What follows belongs to an exercise in optimizing a design on an open flow for small area; a production flow would make more cautious choices. Function was checked by simulation only, so behaviour that the tests miss may differ from the original. Power figures rest on the tool's default switching activity, not on a simulated workload.

==> flow/design.v <==
`timescale 1ns / 1ns
module CPU (
    input [15:0] inst,
    input clk,
    input rst,
    input enable,
    input [15:0] data_in_memory,
    output read_write_memory,
    output [15:0] data_out_memory,
    output [8:0] addr,
    output reg [7:0] PC
);
    reg Z, N, C;
    reg Z_lazy;
    reg [15:0] register_A;
    reg [15:0] register_B;
    wire [3:0] op = inst[15:12];
    wire [15:0] A = register_A;
    wire [15:0] B = register_B;
    wire is_ld   = op == 4'b0000;
    wire is_st   = op == 4'b0001;
    wire is_inc  = op == 4'b0010;
    wire is_br   = op == 4'b0011;
    wire is_add  = op == 4'b0100;
    wire is_sub  = op == 4'b0101;
    wire is_or   = op == 4'b0110;
    wire is_and  = op == 4'b0111;
    wire is_xor  = op == 4'b1000;
    wire is_shr  = op == 4'b1001;
    wire is_mov  = op == 4'b1010;
    wire is_exch = op == 4'b1011;
    wire is_cmp  = op == 4'b1100;
    wire is_set  = op == 4'b1101;
    wire is_clr  = op == 4'b1110;
    wire inc_b = is_inc & inst[11];
    wire arith = is_inc | is_add | is_sub | is_cmp;
    wire subm  = is_sub | is_cmp;
    wire logic_op = is_or | is_and | is_xor;
    wire flag_a = is_inc | is_add | is_sub | logic_op;    
    wire xB = (is_st | is_inc) & inst[11];
    wire xS = is_shr;
    wire xA = ~(is_ld | is_exch | is_shr | ((is_st | is_inc) & inst[11]));
    wire [15:0] X;
    assign addr = inst[8:0];
    assign data_out_memory = X;
    assign read_write_memory = enable & is_st;
    wire yB  = (is_add | logic_op | is_exch);
    wire yNB = subm;
    wire yD  = is_ld & ~inst[10];
    wire yIL = (is_inc | is_ld & inst[10] & ~inst[9]);
    wire yIH = is_ld & inst[10] & inst[9];
    wire [15:0] imm = {inst[7:0], inst[7:0]};
    wire [15:0] p, po, g;    
    genvar i;
    generate for (i = 0; i < 16; i = i + 1) begin : gs
        wire sh = (i == 15) ? 1'b0 : A[i+1];
        wire yI = (i < 8) ? yIL : yIH;
        CPU_op uo (.a(A[i]), .a1(sh), .b(B[i]), .d(data_in_memory[i]), .im(imm[i]),
                   .xA(xA), .xB(xB), .yS(xS), .yB(yB), .yNB(yNB), .yD(yD), .yI(yI),
                   .kill(rst), .x(X[i]), .p(p[i]), .po(po[i]), .g(g[i]));
    end endgenerate
    wire [15:0] c;                
    wire [15:0] nc;               
    wire [8:0] cg;
    wire [8:0] ncg;
    assign cg[0] = yNB;
    generate for (i = 0; i < 8; i = i + 1) begin : gc
        wire gg = g[2*i+1] | (po[2*i+1] & g[2*i]);
        wire pp = po[2*i+1] & po[2*i];
        if (i % 2 == 0) begin
            if (i < 7) CPU_cy_e us (.p(pp), .g(gg), .ci(cg[i]), .nco(ncg[i+1]));
            CPU_cy_e ui (.p(po[2*i]), .g(g[2*i]), .ci(cg[i]), .nco(nc[2*i+1]));
            assign c[2*i] = cg[i];
        end else begin
            if (i < 7) CPU_cy_o us (.np(~pp), .ng(~gg), .nci(ncg[i]), .co(cg[i+1]));
            CPU_cy_o ui (.np(~po[2*i]), .ng(~g[2*i]), .nci(ncg[i]), .co(c[2*i+1]));
            assign nc[2*i] = ncg[i];
        end
    end endgenerate
    wire k_ar  = arith & ~rst;
    wire k_or  = is_or & ~rst;
    wire k_and = is_and & ~rst;
    wire [15:0] F;
    generate for (i = 0; i < 16; i = i + 1) begin : gf
        if ((i % 4 == 0) || (i % 4 == 3))
            CPU_fb_e uf (.p(p[i]), .g(g[i]), .po(po[i]), .c(c[i]), .kar(k_ar), .kor(k_or), .kand(k_and), .f(F[i]));
        else
            CPU_fb_o uf (.p(p[i]), .g(g[i]), .po(po[i]), .nc(nc[i]), .kar(k_ar), .kor(k_or), .kand(k_and), .f(F[i]));
    end endgenerate
    wire wA = rst | enable & ((is_inc & ~inst[11]) | is_add | is_sub | logic_op | is_shr | is_exch | (is_ld & ~inst[11]));
    wire wB = rst | enable & (inc_b | is_mov | is_exch | (is_ld & inst[11]));
    wire [15:0] A_n = wA ? F : A;
    wire [15:0] B_n = wB ? ((is_exch & ~rst) ? A : F) : B;
    wire zA = A == 16'h0000;
    wire Zeff = Z_lazy ? zA : Z;
    wire zcmp = &p;                        
    wire s15 = F[15];
    wire a15 = A[15];
    wire b15 = B[15];
    reg Z_n, Zl_n, N0, N1, C0, C1;
    always @(*) begin
        Z_n = Z; Zl_n = Z_lazy;
        N0 = N; N1 = N; C0 = C; C1 = C;
        if (rst) begin
            Z_n = 1'b0; Zl_n = 1'b0;
            N0 = 1'b0; N1 = 1'b0; C0 = 1'b0; C1 = 1'b0;
        end
        else if (enable) begin
            Z_n = Zeff; Zl_n = 1'b0;
            if (flag_a) Zl_n = 1'b1;
            if (flag_a & ~inc_b | is_cmp) begin
                N0 = 1'b0; N1 = 1'b1;
                C0 = a15 | b15; C1 = a15 & b15;
            end
            if (inc_b) begin
                N0 = a15; N1 = a15;
                C0 = 1'b0; C1 = 1'b1;
            end
            if (is_cmp) Z_n = zcmp;
            if (is_shr) begin C0 = A[0]; C1 = A[0]; end
            if (is_set) begin
                if (inst[10]) Z_n = 1'b1;
                if (inst[9])  begin N0 = 1'b1; N1 = 1'b1; end
                if (inst[8])  begin C0 = 1'b1; C1 = 1'b1; end
            end
            if (is_clr) begin
                if (inst[10]) Z_n = 1'b0;
                if (inst[9])  begin N0 = 1'b0; N1 = 1'b0; end
                if (inst[8])  begin C0 = 1'b0; C1 = 1'b0; end
            end
        end
    end
    wire N_n, C_n;
    CPU_mx un (.s(s15), .a0(N0), .a1(N1), .y(N_n));
    CPU_mx uc (.s(s15), .a0(C0), .a1(C1), .y(C_n));
    wire [7:0] PC_n;
    CPU_pcn upc (.PC(PC), .inst(inst), .Z(Zeff), .N(N), .C(C), .is_br(is_br), .enable(enable), .rst(rst), .PC_n(PC_n));
    always @(posedge clk) begin
        PC <= PC_n;
        register_A <= A_n;
        register_B <= B_n;
        Z <= Z_n;
        Z_lazy <= Zl_n;
        N <= N_n;
        C <= C_n;
    end
endmodule
module CPU_cy_e (input p, input g, input ci, output nco);
    assign nco = ~(g | (p & ci));
endmodule
module CPU_cy_o (input np, input ng, input nci, output co);
    assign co = ~(ng & (np | nci));
endmodule
module CPU_fb_e (input p, input g, input po, input c, input kar, input kor, input kand, output f);
    assign f = p ^ ((c & kar) | (g & kor) | (po & kand));
endmodule
module CPU_fb_o (input p, input g, input po, input nc, input kar, input kor, input kand, output f);
    assign f = p ^ ((~nc & kar) | (g & kor) | (po & kand));
endmodule
module CPU_mx (input s, input a0, input a1, output y);
    assign y = s ? a1 : a0;
endmodule
module CPU_pcn (input [7:0] PC, input [15:0] inst, input Z, input N, input C, input is_br, input enable, input rst, output [7:0] PC_n);
    wire t0 = (inst[10] == Z) | (inst[9] == N) | (inst[8] == C) | (inst[10:8] == 3'b000);
    wire t1 = (inst[10] & ~Z) | (inst[9] & ~N) | (inst[8] & ~C) | (inst[10:8] == 3'b111);
    wire taken = enable & is_br & (inst[11] ? t1 : t0);
    wire [7:0] pc_c;
    assign pc_c[0] = enable;
    genvar i;
    generate for (i = 1; i < 8; i = i + 1) begin : gpc
        assign pc_c[i] = pc_c[i-1] & PC[i-1];
    end endgenerate
    assign PC_n = rst ? 8'd0 : (taken ? inst[7:0] : PC ^ pc_c);
endmodule
module CPU_op (input a, input a1, input b, input d, input im,
               input xA, input xB, input yS, input yB, input yNB, input yD, input yI,
               input kill, output x, output p, output po, output g);
    wire y = (b & yB) | (~b & yNB) | (d & yD) | (im & yI) | (a1 & yS);
    assign x = (a & xA) | (b & xB);
    assign p = (x ^ y) & ~kill;
    assign po = x | y;
    assign g = x & y;
endmodule
==> flow/config.mk <==
export PLATFORM = sky130hd
export DESIGN_NAME = CPU
export DESIGN_NICKNAME = CPU
export VERILOG_FILES = /design/flow/design.v
export SDC_FILE = /design/flow/constraint.sdc
export NUM_CORES = 4
export LEC_CHECK = 0
export ABC_AREA = 1
export CAP_MARGIN = 20
export CORE_MARGIN = 2
export CORE_UTILIZATION = 50
export GPL_TIMING_DRIVEN = 0
export PLACE_DENSITY = 0.7
export SETUP_SLACK_MARGIN = 0.03
export SLEW_MARGIN = 20
export SYNTH_HIERARCHICAL = 1
==> flow/constraint.sdc <==
create_clock -name core_clock -period 5.0 [get_ports {clk}]
set_input_delay 1.0000 -clock core_clock [delete_from_list [all_inputs] [get_ports {clk}]]
set_output_delay 1.0000 -clock core_clock [all_outputs]
set_load 0.01 [all_outputs]
standard.sh (not shown) runs the stock make flow with config.mk's settings and CLKGATE_MAP_FILE= SYNTH_SCRIPT=/design/flow/synth_recipe.tcl, a recipe that flattens the netlist after the stock synthesis.
==> flow/flow/run.sh <==
#!/bin/bash
# Own layout flow: the standard flow (standard.sh) with
#  - synthesis through flow/synth.tcl (ABC script flow/abc.script, no
#    extract_fa),
#  - port buffers and pass-through buffers of sky130_fd_sc_hd__buf_1,
#  - synthesis buffers removed at floorplan instead of an early timing repair.
# Make's full output goes to flow_make.log; each ORFS step keeps its own log
# under orfs/logs/.
set -euo pipefail
W=$(pwd)
bash standard.sh "SYNTH_SCRIPT=$W/flow/synth.tcl" \
  "BUFFER_PORTS_ARGS=-buffer_cell sky130_fd_sc_hd__buf_1" \
  "MIN_BUF_CELL_AND_PORTS=sky130_fd_sc_hd__buf_1 A X" \
  REMOVE_ABC_BUFFERS=1 \
  finish > "$W/flow_make.log" 2>&1
==> flow/flow/abc.script <==
strash
&get -n
&deepsyn -T 10
&put
dch -f
&get -n
&nf -R 1000
&put
==> flow/flow/synth.tcl <==
# The standard synthesis (synth_recipe.tcl) with two changes: ABC maps
# with this folder's abc.script, and Yosys's extract_fa is skipped, so the
# adders stay plain gates for ABC to map.
set flow_dir [file dirname [file normalize [info script]]]
proc abc {args} {
  global flow_dir
  set i [lsearch -exact $args -script]
  if { $i >= 0 } { lset args [expr {$i + 1}] $flow_dir/abc.script }
  # weak _0 cells that have a _1 cell of the same area
  foreach c {o21ai_0 and2_0 or2_0 a21boi_0} { lappend args -dont_use sky130_fd_sc_hd__$c }
  yosys abc {*}$args
}
proc extract_fa {args} {}
source [file dirname $flow_dir]/synth_recipe.tcl
Rerun with:
--- a/flow/config.mk
+++ b/flow/config.mk
@@ -11 +11 @@
-export CORE_UTILIZATION = 50
+export CORE_UTILIZATION = 60
@@ -13,2 +13 @@
-export PLACE_DENSITY = 0.7
-export SETUP_SLACK_MARGIN = 0.03
+export PLACE_DENSITY = 0.8
Result: The new run finished clean; worst hold slack is better by 0.044 ns; setup slack is better by 0.022 ns; power decreases by about 5%; clock-buffer cell count is unchanged; register-to-register slack is better by 0.05 ns; routed wire length decreases by about 1%; die area decreases by 16%; sequential power decreases by about 0.8%; fmax increases by about 0.45%; cell area decreases by 1.2%; synthesized cell count decreases by 1.0%.
Rerun with:
--- a/flow/flow/run.sh
+++ b/flow/flow/run.sh
@@ -5,2 +5 @@
-#  - port buffers and pass-through buffers of sky130_fd_sc_hd__buf_1,
-#  - synthesis buffers removed at floorplan instead of an early timing repair.
+#  - port buffers and pass-through buffers of sky130_fd_sc_hd__buf_1.
@@ -14 +12,0 @@
-  REMOVE_ABC_BUFFERS=1 \
Outcome:
- The changed run completed without violations
- wire length went up by about 7%
- worst hold slack gets worse by 0.022 ns
- setup slack gets worse by 0.064 ns
Rerun with:
--- a/flow/flow/run.sh
+++ b/flow/flow/run.sh
@@ -5 +5,2 @@
-#  - port buffers and pass-through buffers of sky130_fd_sc_hd__buf_1.
+#  - port buffers and pass-through buffers of sky130_fd_sc_hd__buf_1,
+#  - synthesis buffers removed at floorplan instead of an early timing repair.
@@ -12,0 +14 @@
+  REMOVE_ABC_BUFFERS=1 \
--- a/flow/config.mk
+++ b/flow/config.mk
@@ -13,0 +14 @@
+export SETUP_SLACK_MARGIN = 0.03
=>
- global-route usage goes down by 0.36 points
- critical path depth is unchanged
- cell area is lower slightly

-- afterwards: timing with drivers on the ports --
The flow's constraints put no driver on any port. The routed layouts listed below were extracted and timed again, unchanged, in two steps. Step 1 assumes that a clkbuf_16 drives the clock port and a buf_2 every other input. Step 2 also shifts input and output timing later by t, the mid clock arrival at the registers, as if the neighbouring blocks saw the same clock. Slacks: no drivers / after step 1 / after step 2; pairs: no drivers / after step 1.
| run | t (ns) | slack for setup (ns) | hold slack, ns | worst slew at a driven data input, ns | cell pins on the clock port's net |
|---|---|---|---|---|---|
| the first run | 0.333 | 0.151 / 0.160 / -0.173 | 0.474 / 0.474 / 0.474 | 0.03 | 1 |
| the second run | 0.335 | 0.172 / 0.168 / -0.167 | 0.518 / 0.518 / 0.518 | 0.05 | 1 |
| the third run | 0.323 | 0.108 / 0.104 / -0.219 | 0.496 / 0.496 / 0.496 | 0.04 | 1 |
| the fourth run | 0.336 | 0.156 / 0.135 / -0.201 | 0.524 / 0.524 / 0.524 | 0.05 | 1 |
With both steps, setup timing fails in every run listed, where it was met with ideal ports. The setup slack of the fourth run, which loses most, moves by -0.021 ns with the drivers and by -0.357 ns with both steps.
